Context: an optimization exercise on an open-source flow, tuned for small area and a short achievable clock period. The choices shown serve that exercise and are no tape-out recipe. Only simulation tests tie the RTL to the original design; equivalence was not proved. Power and IR drop assume default switching activity.

--- flow/run.sh ---
#!/bin/bash
# synth_recipe.tcl (not shown) runs the flow's synth.tcl, then flattens the netlist and writes it again
# the make line also repeats each setting of config.mk as NAME=value (left out here)
make -C /OpenROAD-flow-scripts/flow DESIGN_CONFIG=/design/flow/config.mk WORK_HOME=/design/flow/orfs CLKGATE_MAP_FILE= SYNTH_SCRIPT=/design/flow/synth_recipe.tcl finish
--- flow/config.mk ---
export PLATFORM = sky130hd
export DESIGN_NAME = fpu16_top
export DESIGN_NICKNAME = fpu16_top
export VERILOG_FILES = /design/flow/design.v
export SDC_FILE = /design/flow/constraint.sdc
export NUM_CORES = 4
export LEC_CHECK = 0
export CAP_MARGIN = 20
export CORE_MARGIN = 2
export CORE_UTILIZATION = 40
export SETUP_SLACK_MARGIN = 4.5
export SLEW_MARGIN = 20
--- flow/constraint.sdc ---
create_clock -name core_clock -period 8.0 [get_ports {aclk}]
set_input_delay 1.6000 -clock core_clock [delete_from_list [all_inputs] [get_ports {aclk}]]
set_output_delay 1.6000 -clock core_clock [all_outputs]
set_load 0.01 [all_outputs]
--- flow/design.v ---
module fpu_as_s1(
    input  [15:0] a,
    input  [15:0] b,
    output [14:0] l,        
    output [13:0] s_al,     
    output        l_s,      
    output        eff_sub,  
    output        f_s,      
    output        pani,     
    output        both_zero,
    output        pass_l    
    );
    wire sa = a[15], sb = b[15];
    wire a_gt = a[14:0] > b[14:0];
    assign l = a_gt ? a[14:0] : b[14:0];
    wire [14:0] s = a_gt ? b[14:0] : a[14:0];
    assign l_s = a_gt ? sa : sb;
    assign f_s = a_gt ? sa : ~sb;
    assign eff_sub = sa ^ sb;
    wire l_sub = ~(|l[14:10]);
    wire s_sub = ~(|s[14:10]);
    wire [4:0] l_e = {l[14:11], l[10] | l_sub};
    wire [4:0] s_e = {s[14:11], s[10] | s_sub};
    wire [10:0] s_m = {~s_sub, s[9:0]};
    wire s_zero = s_sub & ~(|s[9:0]);
    wire l_zero = l_sub & ~(|l[9:0]);
    assign both_zero = l_zero & s_zero;
    assign pass_l = s_zero | (&l[14:10]);
    assign pani = eff_sub & (&s[14:10]) & ~(|a[9:0]) & ~(|b[9:0]);
    wire [4:0] diff = l_e - s_e;
    wire [3:0] d = diff > 5'd14 ? 4'd14 : diff[3:0];
    wire [13:0] s_ext = {s_m, 3'b0};
    wire [13:0] s_shr = s_ext >> d;
    wire [13:0] lost = s_ext & ~(14'h3fff << d);
    assign s_al = {s_shr[13:1], s_shr[0] | (|lost)};
endmodule
module fpu_as_s2(
    input  [14:0] l,
    input  [13:0] s_al,
    input         l_s,
    input         eff_sub,
    input         f_s,
    input         pani,
    input         both_zero,
    input         pass_l,
    output [15:0] add_res,
    output [15:0] sub_res
    );
    wire l_sub = ~(|l[14:10]);
    wire [4:0] l_e = {l[14:11], l[10] | l_sub};
    wire [13:0] l_ext = {~l_sub, l[9:0], 3'b0};
    wire [14:0] ps = {1'b0, l_ext} + {1'b0, s_al};
    wire p_nf = ps[14];
    wire [9:0] p_fr = p_nf ? ps[13:4] : ps[12:3];
    wire p_g = p_nf ? ps[3] : ps[2];
    wire p_r = p_nf ? ps[2] : ps[1];
    wire p_st = p_nf ? (ps[1] | ps[0]) : ps[0];
    wire [4:0] p_e = p_nf ? l_e + 5'd1 : (ps[13] ? l_e : 5'd0);
    wire p_inc = p_g & (p_r | p_st | p_fr[0]);
    wire [10:0] p_m = {1'b0, p_fr} + p_inc;
    wire [4:0] p_ef = p_e + p_m[10];
    wire [14:0] p_res = (&p_ef) ? {5'b11111, 10'b0} : {p_ef, p_m[9:0]};
    wire p_zero = ~(|ps);
    wire [14:0] ms = {1'b0, l_ext} - {1'b0, s_al};
    wire [10:0] mt = ms[13:3];
    wire [3:0] lzc =
        mt[10] ? 4'd0 : mt[9] ? 4'd1 : mt[8] ? 4'd2 : mt[7] ? 4'd3 :
        mt[6] ? 4'd4 : mt[5] ? 4'd5 : mt[4] ? 4'd6 : mt[3] ? 4'd7 :
        mt[2] ? 4'd8 : mt[1] ? 4'd9 : mt[0] ? 4'd10 : 4'd11;
    wire [4:0] lem1 = l_e - 5'd1;
    wire m_esub = ({1'b0, lzc} >= l_e) | (l_e == 5'd1 && l[14:10] == 5'd0);
    wire [3:0] sh = (l_e == 5'd1) ? 4'd0 : ({1'b0, lzc} >= l_e) ? lem1[3:0] : lzc;
    wire [14:0] mn = ms << sh;
    wire [9:0] m_fr = mn[12:3];
    wire m_g = (sh == 4'd0) ? ms[2] : (sh == 4'd1) ? ms[1] : 1'b0;
    wire m_r = (sh == 4'd0) ? ms[1] : 1'b0;
    wire m_st = ms[0];
    wire [4:0] m_e = (m_esub & ~mn[13]) ? 5'd0 : l_e - {1'b0, sh};
    wire m_inc = m_g & (m_r | m_st | m_fr[0]);
    wire [10:0] m_m = {1'b0, m_fr} + m_inc;
    wire [4:0] m_ef = m_e + m_m[10];
    wire [14:0] m_res = (&m_ef) ? {5'b11111, 10'b0} : {m_ef, m_m[9:0]};
    wire m_zero = ~(|ms);
    wire [14:0] add_mag = eff_sub ? m_res : p_res;
    wire [14:0] sub_mag = eff_sub ? p_res : m_res;
    wire add_z = eff_sub ? m_zero : p_zero;
    wire sub_z = eff_sub ? p_zero : m_zero;
    wire zs = both_zero & l_s & ~eff_sub;
    assign add_res = pani ? 16'hfe00 : both_zero ? {zs, 15'b0} :
                     pass_l ? {l_s, l} : add_z ? 16'b0 : {l_s, add_mag};
    assign sub_res = pani ? 16'hfe00 : both_zero ? {zs, 15'b0} :
                     pass_l ? {f_s, l} : sub_z ? 16'b0 : {f_s, sub_mag};
endmodule
module fpu_mul_s1(
    input  [15:0] a,
    input  [15:0] b,
    output [21:0] q,       
    output [6:0]  t,       
    output [4:0]  tz,      
    output        s,
    output        nan,
    output        zero
    );
    wire [4:0] ea = a[14:10], eb = b[14:10];
    wire sub_a = ~(|ea), sub_b = ~(|eb);
    wire nan_a = &ea, nan_b = &eb;
    wire [10:0] ma = {~sub_a, a[9:0]};
    wire [10:0] mb = {~sub_b, b[9:0]};
    wire one_a = nan_b & ~nan_a;
    wire [10:0] ma1 = {ma[10] | one_a, ma[9:0] & {10{~one_a}}};
    wire [10:0] mb1 = {mb[10] | nan_a, mb[9:0] & {10{~nan_a}}};
    assign q = ma1 * mb1;
    assign t = {2'b0, ea[4:1], ea[0] | sub_a} + {2'b0, eb[4:1], eb[0] | sub_b} - 7'd15;
    wire [3:0] tza, tzb;
    tzc11 u_tza(ma1, tza);
    tzc11 u_tzb(mb1, tzb);
    assign tz = tza + tzb;
    assign s = a[15] ^ b[15];
    assign nan = nan_a | nan_b;
    assign zero = (sub_a & ~(|a[9:0])) | (sub_b & ~(|b[9:0]));
endmodule
module fpu_mul_s2(
    input  [21:0] q,
    input  [6:0]  t,
    input  [4:0]  tz,
    input         s,
    input         nan,
    input         zero,
    output [15:0] res,
    output        err
    );
    wire [3:0] lq =
        q[21] ? 4'd0 : q[20] ? 4'd1 : q[19] ? 4'd2 : q[18] ? 4'd3 :
        q[17] ? 4'd4 : q[16] ? 4'd5 : q[15] ? 4'd6 : q[14] ? 4'd7 :
        q[13] ? 4'd8 : q[12] ? 4'd9 : q[11] ? 4'd10 : 4'd11;
    wire normal = ~t[6] & (t[5:0] >= {2'b0, lq});
    wire [6:0] l = normal ? {3'b0, lq} : t;
    wire [32:0] qp = {q, 11'b0};
    wire [6:0] sh = 7'd11 - l;
    wire [32:0] z = qp >> sh[4:0];
    wire [11:0] win = z[21:10];
    wire [6:0] tzl = {2'b0, tz} + l;
    wire sticky = $signed(tzl) <= 9;
    wire inc = win[0] & (sticky | win[1]);
    wire [11:0] m = {1'b0, win[11:1]} + inc;
    wire [6:0] e = t + 7'd1 - {3'b0, lq};
    wire [6:0] ef = e + m[11];
    wire ovf = normal & ($signed(ef) > 30);
    wire [4:0] field = normal ? ef[4:0] : {4'b0, m[10]};
    assign res = nan ? {s, 5'b11111, m[9:0]} : zero ? {s, 15'b0} :
                 ovf ? {s, 5'b11111, 10'b0} : {s, field, m[9:0]};
    assign err = nan | (ovf & ~zero);
endmodule
module tzc11(
    input  [10:0] op,
    output [3:0]  cnt
    );
    assign cnt =
        op[0] ? 4'd0 : op[1] ? 4'd1 : op[2] ? 4'd2 : op[3] ? 4'd3 :
        op[4] ? 4'd4 : op[5] ? 4'd5 : op[6] ? 4'd6 : op[7] ? 4'd7 :
        op[8] ? 4'd8 : op[9] ? 4'd9 : 4'd10;
endmodule
module fpu_cmp_core(
    input  [15:0] a,
    input  [15:0] b,
    output        ge
    );
    wire mag_ge = a[14:0] >= b[14:0];
    wire mag_le = a[14:0] <= b[14:0];
    assign ge = (a[15] ^ b[15]) ? ~a[15] : (a[15] ? mag_le : mag_ge);
endmodule
module fpu16_top(
    input         aclk,
    input  [15:0] a,
    input  [15:0] b,
    input         a_valid,
    input         b_valid,
    output [15:0] add_result,
    output        add_valid,
    output [15:0] sub_result,
    output        sub_valid,
    output [15:0] mul_result,
    output        mul_valid,
    output [7:0]  cmp_result,
    output        cmp_valid
    );
    reg [15:0] a0, a1, a2, a3, a4;
    reg [15:0] b0, b1, b2, b3, b4;
    reg v0, v1, v2, v3, v4, v5;
    always @(posedge aclk) begin
        a0 <= a;  b0 <= b;  v0 <= a_valid & b_valid;
        a1 <= a0; b1 <= b0; v1 <= v0;
        a2 <= a1; b2 <= b1; v2 <= v1;
        a3 <= a2; b3 <= b2; v3 <= v2;
        a4 <= a3; b4 <= b3; v4 <= v3;
        v5 <= v4;
    end
    wire ge;
    fpu_cmp_core u_cmp(.a(a), .b(b), .ge(ge));
    reg cmp_q;
    always @(posedge aclk) cmp_q <= ge;
    assign cmp_result = {7'b0, cmp_q};
    assign cmp_valid = v0;
    wire [14:0] as_l;
    wire [13:0] as_sal;
    wire as_ls, as_es, as_fs, as_pani, as_bz, as_pl;
    fpu_as_s1 u_as1(.a(a3), .b(b3), .l(as_l), .s_al(as_sal), .l_s(as_ls),
        .eff_sub(as_es), .f_s(as_fs), .pani(as_pani), .both_zero(as_bz), .pass_l(as_pl));
    reg [14:0] as_l4;
    reg [13:0] as_sal4;
    reg as_ls4, as_es4, as_fs4, as_pani4, as_bz4, as_pl4;
    always @(posedge aclk) begin
        as_l4 <= as_l; as_sal4 <= as_sal; as_ls4 <= as_ls; as_es4 <= as_es;
        as_fs4 <= as_fs; as_pani4 <= as_pani; as_bz4 <= as_bz; as_pl4 <= as_pl;
    end
    wire [15:0] add_c, sub_c;
    fpu_as_s2 u_as2(.l(as_l4), .s_al(as_sal4), .l_s(as_ls4), .eff_sub(as_es4),
        .f_s(as_fs4), .pani(as_pani4), .both_zero(as_bz4), .pass_l(as_pl4),
        .add_res(add_c), .sub_res(sub_c));
    reg [15:0] add_q, sub_q;
    reg add_vq, sub_vq;
    always @(posedge aclk) begin
        add_q <= add_c;
        sub_q <= sub_c;
        add_vq <= v4 & ~(&add_c[14:10]);
        sub_vq <= v4 & ~(&sub_c[14:10]);
    end
    assign add_result = add_q;
    assign add_valid = add_vq;
    assign sub_result = sub_q;
    assign sub_valid = sub_vq;
    wire [21:0] m_q;
    wire [6:0] m_t;
    wire [4:0] m_tz;
    wire m_s, m_nan, m_zero;
    fpu_mul_s1 u_mul1(.a(a4), .b(b4), .q(m_q), .t(m_t), .tz(m_tz), .s(m_s),
        .nan(m_nan), .zero(m_zero));
    reg [21:0] m_q5;
    reg [6:0] m_t5;
    reg [4:0] m_tz5;
    reg m_s5, m_nan5, m_zero5;
    always @(posedge aclk) begin
        m_q5 <= m_q; m_t5 <= m_t; m_tz5 <= m_tz;
        m_s5 <= m_s; m_nan5 <= m_nan; m_zero5 <= m_zero;
    end
    wire [15:0] mul_c;
    wire mul_err;
    fpu_mul_s2 u_mul2(.q(m_q5), .t(m_t5), .tz(m_tz5), .s(m_s5), .nan(m_nan5),
        .zero(m_zero5), .res(mul_c), .err(mul_err));
    reg [15:0] mul_q;
    reg mul_vq;
    always @(posedge aclk) begin
        mul_q <= mul_c;
        mul_vq <= v5 & ~mul_err;
    end
    assign mul_result = mul_q;
    assign mul_valid = mul_vq;
endmodule
==> impl_metrics.tcl, run 1 <==
set metrics [dict create \
    ys_seq_area_share_pct 28.9 \
    ys_seq_elements 290 \
    count_of_flip_flops_with_a_built_in_enable_after_synthesis 0 \
    timing.max_cap.violations 0 \
    grt_antenna_before_repair 1 \
    timing.hold.worst.class "flop to flop" \
    core-area_sq_um 49900 \
    setup_viol 0 \
    routed_wl_um 68400 \
    detailedRoute.firstPassIterationCount 6 \
    clock_latency_ns 0.56 \
    grt_pass1_vias 19100 \
    fillerInstances 4259 \
    finalCriticalPeriod_ns 6.81 \
    cts_buffer_count 34 \
    track_usage_pct 25.0 \
    ctsHoldBuffers 0 \
    first_iter_violations 1503 \
    grt_setup_unrepaired "true" \
    power_leakage_nw 12.0 \
    core.rowCount 82 \
    total_power_w 0.0118 \
    finish.net_count 2960 \
    floorplan.initialDensity_pct 40.2 \
    required_ns 8.44 \
    final_core_util_pct 57.0 \
    io_pins 95 \
    cts_tree "done" \
    insertedDiodeCount 0 \
    max_slew_margin_pct 34.3 \
    cts.path.max_buffers 3 \
    post_drt_via_cell_ratio 5.78 \
    die-area_sq_um 52000 \
    synthesis.yosys.warnings 1 \
    antenna_violating_nets_post_route 0 \
    worst_path_most_repeated_cell "sky130_fd_sc_hd__buf_4" \
    pwr-share-seq_pct 16.5 \
    drc 0 \
    post-place-ws_ns 0.257 \
    clock-sinks 290 \
    routabilityCongestion 0.940 \
    grt_first_pass_wirelength_um 105000 \
    syn_to_final_growth_pct 41.7 \
    port_buffers 87 \
    period_share_pct 85.1 \
    comb_power_share_pct 69.8 \
    dpl_cell_area_sq_um 22200 \
    crit_path_max_fanout 9 \
    dieWidth_um 228 \
    critical_path_top_delay_cell "sky130_fd_sc_hd__ha_2" \
    power_density_nw_per_um2 416 \
    fmax_ghz 0.147 \
    critical_path.startpoint_type "flop" \
    synth_top_cell_by_area "sky130_fd_sc_hd__dfxtp_1" \
    internal-power_w 0.00654 \
    layout_cell_share_with_drive_strength_beyond_1_pct 34.5 \
    syn_avg_cell_area_sq_um 8.59 \
    worst_setup_hold_path_clk_slew_ns 0.07 \
    power_frac_clock_pct 13.6 \
    synth.top_cell.area_share_pct 28.9 \
    synthTopCellsByArea "sky130_fd_sc_hd__dfxtp_1 (29%), sky130_fd_sc_hd__ha_1 (10%), sky130_fd_sc_hd__fa_1 (8.8%)" \
    place_hpwl_um 47000 \
    critical_path.max_stage_delay_ns 0.45 \
    run_status "complete, no violations" \
    route.detailed.wl_per_inst_um 20.3 \
    gr-total-overflow 0 \
    worstPathArrival_ns 7.25 \
    cts.root.buffer_cell "sky130_fd_sc_hd__clkbuf_16" \
    die_y_um 228 \
    design_area_final_sq_um 28400 \
    synth-async-reset-ratio_pct 0 \
    post_synth_num_cell_types 120 \
    final_count_of_pins_violating_max_slew 0 \
    fin_setup_tns_ns 0 \
    vdd_ir_drop_max_mv 0.403 \
    netlist_instances 2335 \
    grt_start_max_net_pins 35 \
    critPathCaptureType "flop" \
    ys_dominant_reg_cell "sky130_fd_sc_hd__dfxtp_1" \
    class_of_the_most_critical_setup_path "flop to flop" \
    switching_share_pct 44.7 \
    worst-slew-pin-transition_ns 0.984 \
    dr_total_vias 19500 \
    layout_setup_ws_ns 1.19 \
    power.switching_w 0.00528 \
    netlist_area_sq_um 20100 \
    cts_htree_levels 2 \
    report.final.hold_viol_count 0 \
    finClkSkew_ns 0.0214 \
]
## path summary, 6_finish.rpt
| kind | from | slack (ns) | cells after the start | endpoint |
|---|---|---|---|---|
| max reg2reg | as_l4[7]$_DFF_P_ | 1.19 | 30 | sub_q[9]$_SDFF_PP1_ |
| max | as_l4[7]$_DFF_P_ | 1.19 | 30 | sub_q[9]$_SDFF_PP1_ |
| min reg2reg | a2[11]$_DFF_P_ | 0.31 | 0 | a3[11]$_DFF_P_ |
| min | a2[11]$_DFF_P_ | 0.31 | 0 | a3[11]$_DFF_P_ |
## Yosys cell counts, types with 13 or more instances
master / instances
sky130_fd_sc_hd__or3_1: 17
sky130_fd_sc_hd__nand2_1: 215
sky130_fd_sc_hd__clkbuf_1: 63
sky130_fd_sc_hd__o211ai_1: 14
sky130_fd_sc_hd__xor2_1: 23
sky130_fd_sc_hd__ha_1: 163
sky130_fd_sc_hd__nor4_1: 27
sky130_fd_sc_hd__a21oi_1: 117
sky130_fd_sc_hd__o21ai_0: 101
sky130_fd_sc_hd__nor2b_1: 19
sky130_fd_sc_hd__xnor2_1: 53
sky130_fd_sc_hd__and2_1: 41
sky130_fd_sc_hd__fa_1: 88
sky130_fd_sc_hd__buf_2: 14
sky130_fd_sc_hd__a211oi_1: 25
sky130_fd_sc_hd__inv_1: 196
sky130_fd_sc_hd__mux2_2: 24
sky130_fd_sc_hd__nand4_1: 31
sky130_fd_sc_hd__nor2_1: 188
sky130_fd_sc_hd__nand3_1: 114
sky130_fd_sc_hd__buf_4: 13
sky130_fd_sc_hd__nand2b_1: 18
sky130_fd_sc_hd__and3_1: 18
sky130_fd_sc_hd__a31oi_1: 30
sky130_fd_sc_hd__a21o_1: 33
sky130_fd_sc_hd__a211o_1: 13
sky130_fd_sc_hd__nor3_1: 41
sky130_fd_sc_hd__o21a_1: 30
sky130_fd_sc_hd__dfxtp_1: 290
sky130_fd_sc_hd__o22ai_1: 16
sky130_fd_sc_hd__mux2i_1: 31
## metrics by stage
| step | instances | hold WS (ns) |
|---|---|---|
| after CTS | 3309 | 0.317 |
| final | 3371 | 0.314 |
| after global routing | 3371 | 0.324 |
| after floorplan | 2341 | 0.310 |
| after detailed placement | 3020 | 0.312 |
| after global placement | 3020 | 0.310 |
## routing by layer
layer | vias to the layer above | global-route usage (%) | share of wire (%)
li1 | 8970 | - | -
met1 | 9394 | 32.6 | 42
met2 | 887 | 40.7 | 46
met3 | 227 | 4.14 | 6.7
met4 | 0 | 11.1 | 4.4
met5 | - | 0 | 0
## worst max-delay path, delay by kind of cell, from the launching register on
| kind | cells | cell delay [ns] |
|---|---|---|
| xor+xnor | 1 | 0.21 |
| flops | 1 | 0.38 |
| mux | 1 | 0.28 |
| fa+ha+maj | 4 | 1.17 |
| simple gates | 12 | 2.41 |
| buf+inv | 4 | 0.72 |
| compound gates | 8 | 1.52 |
## state kept, by name, indices dropped and copies added, names as in the netlist, 5 cells and up
| name | count |
|---|---|
| add_q | 16 |
| mul_q | 16 |
| m_tz5 | 5 |
| as_l4 | 15 |
| m_t5 | 7 |
| as_sal4 | 14 |
| b4 | 16 |
| a2 | 16 |
| b3 | 16 |
| a3 | 16 |
| b1 | 16 |
| b2 | 16 |
| a0 | 16 |
| b0 | 16 |
| sub_q | 16 |
| a1 | 16 |
| m_q5 | 22 |
| a4 | 16 |
## power groups by stage
| stage | sequential, W | clock, W | combinational (W) |
|---|---|---|---|
| floorplan | 0.00194 | 0 | 0.00422 |
| global placement | 0.00196 | 0 | 0.00571 |
| detailed placement | 0.00196 | 0 | 0.00575 |
| CTS | 0.00194 | 0.00164 | 0.00729 |
| global route | 0.00198 | 0.00170 | 0.00883 |
| finish | 0.00195 | 0.00161 | 0.00825 |
## kinds of logic (layout without fill, tap and decap cells)
logic type / Yosys count / after routing / synth area share [%]
compound gates: 545 / 550 / 18.9
other cells: 1 / 7 / 0.0187
xor+xnor: 77 / 77 / 3.40
simple gates: 805 / 809 / 20.2
mux: 61 / 61 / 3.36
fa+ha+maj: 251 / 251 / 18.9
flops: 290 / 290 / 28.9
buf+inv: 305 / 654 / 6.31
## timing repair
item,4_1_cts,5_1_grt
setup buffers,216,60
gates resized for setup,435,218
setup endpoints to repair,85,94
gates cloned,12,2
pin swaps,178,131
## cells in the final DEF (no fill, tap or decap), types with 17 or more instances in the layout
cell	netlist	layout
sky130_fd_sc_hd__nand3_1	114	96
sky130_fd_sc_hd__dfxtp_1	290	239
sky130_fd_sc_hd__clkdlybuf4s50_1	0	78
sky130_fd_sc_hd__inv_1	196	165
sky130_fd_sc_hd__mux2i_1	31	21
sky130_fd_sc_hd__dfxtp_2	0	32
sky130_fd_sc_hd__ha_4	0	39
sky130_fd_sc_hd__clkbuf_16	0	34
sky130_fd_sc_hd__a21o_1	33	31
sky130_fd_sc_hd__a31oi_1	30	24
sky130_fd_sc_hd__nor2_1	188	159
sky130_fd_sc_hd__inv_2	6	27
sky130_fd_sc_hd__dfxtp_4	0	19
sky130_fd_sc_hd__nor3_1	41	28
sky130_fd_sc_hd__nand4_1	31	31
sky130_fd_sc_hd__fa_1	88	84
sky130_fd_sc_hd__nand2_1	215	176
sky130_fd_sc_hd__xnor2_1	53	38
sky130_fd_sc_hd__xor2_1	23	19
sky130_fd_sc_hd__buf_4	13	222
sky130_fd_sc_hd__nand2_2	0	22
sky130_fd_sc_hd__a21oi_2	3	26
sky130_fd_sc_hd__nor2_4	0	17
sky130_fd_sc_hd__o21ai_0	101	75
sky130_fd_sc_hd__and2_4	2	17
sky130_fd_sc_hd__ha_1	163	113
sky130_fd_sc_hd__o21ai_1	12	18
sky130_fd_sc_hd__o21a_1	30	23
sky130_fd_sc_hd__a21oi_1	117	86
sky130_fd_sc_hd__and2_1	41	25
sky130_fd_sc_hd__buf_6	5	66
## layout make-up
cell class              count  area, sq um  area share [%]
clock buffers              40          913            3.21
clock inverters            21          267           0.937
inverters                 204          816            2.87
multi-input cells        1755        16100            56.8
flip-flops and latches    290         5920            20.8
well taps                 672          841            2.96
repair buffers            387         3520            12.4
repair inverters            2         17.5          0.0616
==> inputs of run 2 (changes only) <==
--- a/flow/config.mk
+++ b/flow/config.mk
@@ -10,3 +10,2 @@
 export CORE_UTILIZATION = 40
-export SETUP_SLACK_MARGIN = 4.5
 export SLEW_MARGIN = 20
==> run 2 against run 1 <==
Still clean on timing, DRC and antenna. Cell area shrank 20%. Sequential power about the same. Clock power decreased by 9%. Clock skew grew 0.0069 ns. Utilization down 11 points. Die area is the same. Total power shrank 24%. Largest cell class unchanged. Non-clock buffer count is 259 lower. Final cell count is 8.1% lower. Register-to-register slack worse by 0.68 ns. Sequential share of layout area increased by 4.7 points. Count of clock-buffer cells in the layout increased by 2. Critical path type unchanged.
==> impl_metrics.tcl, run 2 <==
set metrics [dict create \
    ys_seq_area_share_pct 28.9 \
    fin_setup_tns_ns 0 \
    run_status "complete, no violations" \
    critical_path.startpoint_type "flop" \
    place_hpwl_um 46300 \
    grt_first_pass_wirelength_um 92800 \
    power_density_nw_per_um2 393 \
    required_ns 8.48 \
    netlist_instances 2335 \
    comb_power_share_pct 62.3 \
    worstPathArrival_ns 7.96 \
    largest-register "m_q5" \
    synth.most_common_cell "sky130_fd_sc_hd__dfxtp_1" \
    worst_setup_hold_path_clk_slew_ns 0.07 \
    adder_cell_share_of_the_synthesized_area_pct 18.9 \
    synth_top_cell_by_area "sky130_fd_sc_hd__dfxtp_1" \
    dr_total_vias 17500 \
    crit_path_max_fanout 22 \
    power.switching_w 0.00409 \
    io_pins 95 \
    design_area_final_sq_um 22700 \
    most_common_library_cell_in_the_layout_ignoring_fill_and_taps "sky130_fd_sc_hd__dfxtp_1" \
    worst-slew-pin-transition_ns 1.08 \
    synthesis.yosys.warnings 1 \
    grt_setup_unrepaired "false" \
    layout_cell_share_with_drive_strength_beyond_1_pct 8.78 \
    dieWidth_um 228 \
    cts.root.buffer_cell "sky130_fd_sc_hd__clkbuf_16" \
    clock_latency_ns 0.59 \
    synth_mux_area_share_pct 3.36 \
    grt_start_max_net_pins 35 \
    die_y_um 228 \
    cts.path.max_buffers 3 \
    routed_wl_um 58000 \
    netlist_area_sq_um 20100 \
    internal-power_w 0.00484 \
    yosys.area_share.xor_xnor_pct 3.40 \
    gr-total-overflow 0 \
    drc 0 \
    route.detailed.wl_per_inst_um 18.7 \
    ys_dominant_reg_cell "sky130_fd_sc_hd__dfxtp_1" \
    first_iter_violations 1288 \
    synth_common_cells "sky130_fd_sc_hd__dfxtp_1 (290), sky130_fd_sc_hd__nand2_1 (215), sky130_fd_sc_hd__inv_1 (196)" \
    period_share_pct 93.6 \
    class_of_the_most_critical_setup_path "flop to flop" \
    dpl_cell_area_sq_um 21600 \
    fmax_ghz 0.134 \
    worst_path_most_repeated_cell "sky130_fd_sc_hd__ha_1" \
    pwr-share-seq_pct 21.4 \
    clock-sinks 290 \
    core-area_sq_um 49900 \
    timing.max_cap.violations 0 \
    total_power_w 0.00893 \
    report.final.hold_viol_count 0 \
    ctsHoldBuffers 0 \
    grt_pass1_vias 16900 \
    post-place-ws_ns -0.00340 \
    power_leakage_nw 9.90 \
    core.rowCount 82 \
    final_core_util_pct 45.6 \
    detailedRoute.firstPassIterationCount 5 \
    cts_buffer_count 31 \
    layout_common_cells "sky130_fd_sc_hd__dfxtp_1 (290), sky130_fd_sc_hd__nand2_1 (215), sky130_fd_sc_hd__inv_1 (196)" \
    insertedDiodeCount 0 \
    die-area_sq_um 52000 \
    finalCriticalPeriod_ns 7.49 \
    ys_seq_elements 290 \
    count_of_flip_flops_with_a_built_in_enable_after_synthesis 0 \
    max_slew_margin_pct 27.8 \
    largest_family_of_logic_cells_by_synthesized_area "simple AND/OR/NAND/NOR gates" \
    port_buffers 87 \
    synth-async-reset-ratio_pct 0 \
    antenna_violating_nets_post_route 0 \
    simple_gate_area_share_of_the_yosys_netlist_pct 20.2 \
    synthTopCellsByArea "sky130_fd_sc_hd__dfxtp_1 (29%), sky130_fd_sc_hd__ha_1 (10%), sky130_fd_sc_hd__fa_1 (8.8%)" \
    switching_share_pct 45.8 \
    layout_setup_ws_ns 0.514 \
    floorplan.initialDensity_pct 40.2 \
    finClkSkew_ns 0.0284 \
    critical_path_top_delay_cell "sky130_fd_sc_hd__or4_4" \
    finish.net_count 2687 \
    synth.top_cell.area_share_pct 28.9 \
    critPathCaptureType "flop" \
    post_synth_num_cell_types 120 \
    track_usage_pct 21.9 \
    cts_tree "done" \
    number_of_flip_flops_under_the_largest_register_name 22 \
    cts_htree_levels 1 \
    post_drt_via_cell_ratio 5.65 \
    syn_avg_cell_area_sq_um 8.59 \
    power_frac_clock_pct 16.3 \
    syn_to_final_growth_pct 13.3 \
    routabilityCongestion 0.938 \
    timing.hold.worst.class "flop to flop" \
    grt_antenna_before_repair 1 \
    vdd_ir_drop_max_mv 0.231 \
    final_count_of_pins_violating_max_slew 0 \
    critical_path.max_stage_delay_ns 0.44 \
    fillerInstances 4894 \
    setup_viol 0 \
    post_synthesis_compound_gate_area_fraction_pct 18.9 \
]
## run 2: changes by cell type in the layout (fill, tap and decap cells not counted), moves of 39 or more
cell                      before  now
sky130_fd_sc_hd__ha_1        113  159
sky130_fd_sc_hd__buf_6        66    0
sky130_fd_sc_hd__ha_4         39    0
sky130_fd_sc_hd__nand2_1     176  215
sky130_fd_sc_hd__buf_4       222   41
sky130_fd_sc_hd__dfxtp_1     239  290
## run 2: final cells by class
type / count / area, sq um / area share (%)
multi-input combinational: 1746 / 13100 / 57.5
clock inverter: 16 / 163 / 0.715
timing repair buffer: 128 / 1180 / 5.18
tap: 672 / 841 / 3.70
inverter: 204 / 773 / 3.40
sequential: 290 / 5810 / 25.5
clock buffer: 42 / 907 / 3.99
## run 2: what timing repair did
item	in CTS	in global routing
setup buffers	0	2
pin swaps	0	1
gates cloned	0	0
resized for setup	1	15
endpoints found under the hold margin	0	0
endpoints found under the setup margin	1	25
## run 2: worst max-delay path, delay by kind of cell (launching register included)
family	cells	cell delay [ns]
flops	1	0.38
compound gates	11	2.61
fa+ha+maj	3	0.87
buf+inv	1	0.19
mux	3	0.78
xor+xnor	1	0.21
simple gates	11	2.32
## run 2: layer usage
metal,routed length [um],GRT usage (%),vias up,share of wire [%]
met1,26900,30.8,8355,46
met5,0,0,-,0
met4,1380,5.02,0,2.4
met2,26300,35.8,658,45
li1,-,-,8383,-
met3,3450,2.61,96,5.9
## run 2: worst paths after layout
path                                  startpoint                  end  slack [ns]  depth (start not counted)
worst max-delay path            as_l4[3]$_DFF_P_  sub_q[9]$_SDFF_PP1_        0.51                         30
worst min-delay path              a2[15]$_DFF_P_       a3[15]$_DFF_P_        0.31                          0
worst max register to register  as_l4[3]$_DFF_P_  sub_q[9]$_SDFF_PP1_        0.51                         30
worst min register to register    a2[15]$_DFF_P_       a3[15]$_DFF_P_        0.31                          0
## run 2: cell families after synthesis
| family | count (synthesis) |
|---|---|
| xor+xnor | 77 |
| fa+ha+maj | 251 |
| compound gates | 545 |
| mux | 61 |
| other cells | 1 |
| flops | 290 |
| simple gates | 805 |
| buf+inv | 305 |
## run 2: metrics by stage
| stage | instances | hold WS [ns] |
|---|---|---|
| 3_5_place_dp | 3038 | 0.312 |
| 2_1_floorplan | 2341 | 0.310 |
| 5_1_grt | 3098 | 0.321 |
| 4_1_cts | 3096 | 0.308 |
| 6_report | 3098 | 0.311 |
| 3_3_place_gp | 3038 | 0.310 |
## run 2: power by group through the flow
stage | registers [W] | logic, W | clock network (W)
global route | 0.00195 | 0.00613 | 0.00155
detailed placement | 0.00194 | 0.00545 | 0
floorplan | 0.00194 | 0.00383 | 0
global placement | 0.00194 | 0.00543 | 0
CTS | 0.00191 | 0.00549 | 0.00149
finish | 0.00192 | 0.00556 | 0.00146

==> port drivers added, routing unchanged <==
Ports are ideal in the flow. The routed layouts listed here were re-timed in OpenROAD.
Step 1: set_driving_cell puts a clkbuf_16 on aclk and a buf_2 on each other input, an assumption about the parent block.
Step 2 moves the port delays by t, midway between the first and last clock arrival at a register: inputs arrive t later, outputs are due t later. That takes back most of the time a late clock gives input paths.
a / b / c = no drivers / after step 1 / after step 2; a / b = the first two.
| run | shift t [ns] | setup WS [ns] | clock arrival spread, ns | worst register clock-pin slew, ns |
|---|---|---|---|---|
| run 1 | 0.606 | 1.190 / 1.190 / 1.190 | 0.023 / 0.022 | 0.07 / 0.07 |
| run 2 | 0.633 | 0.514 / 0.514 / 0.514 | 0.030 / 0.030 | 0.07 / 0.07 |
After both steps every run listed still meets setup and hold.
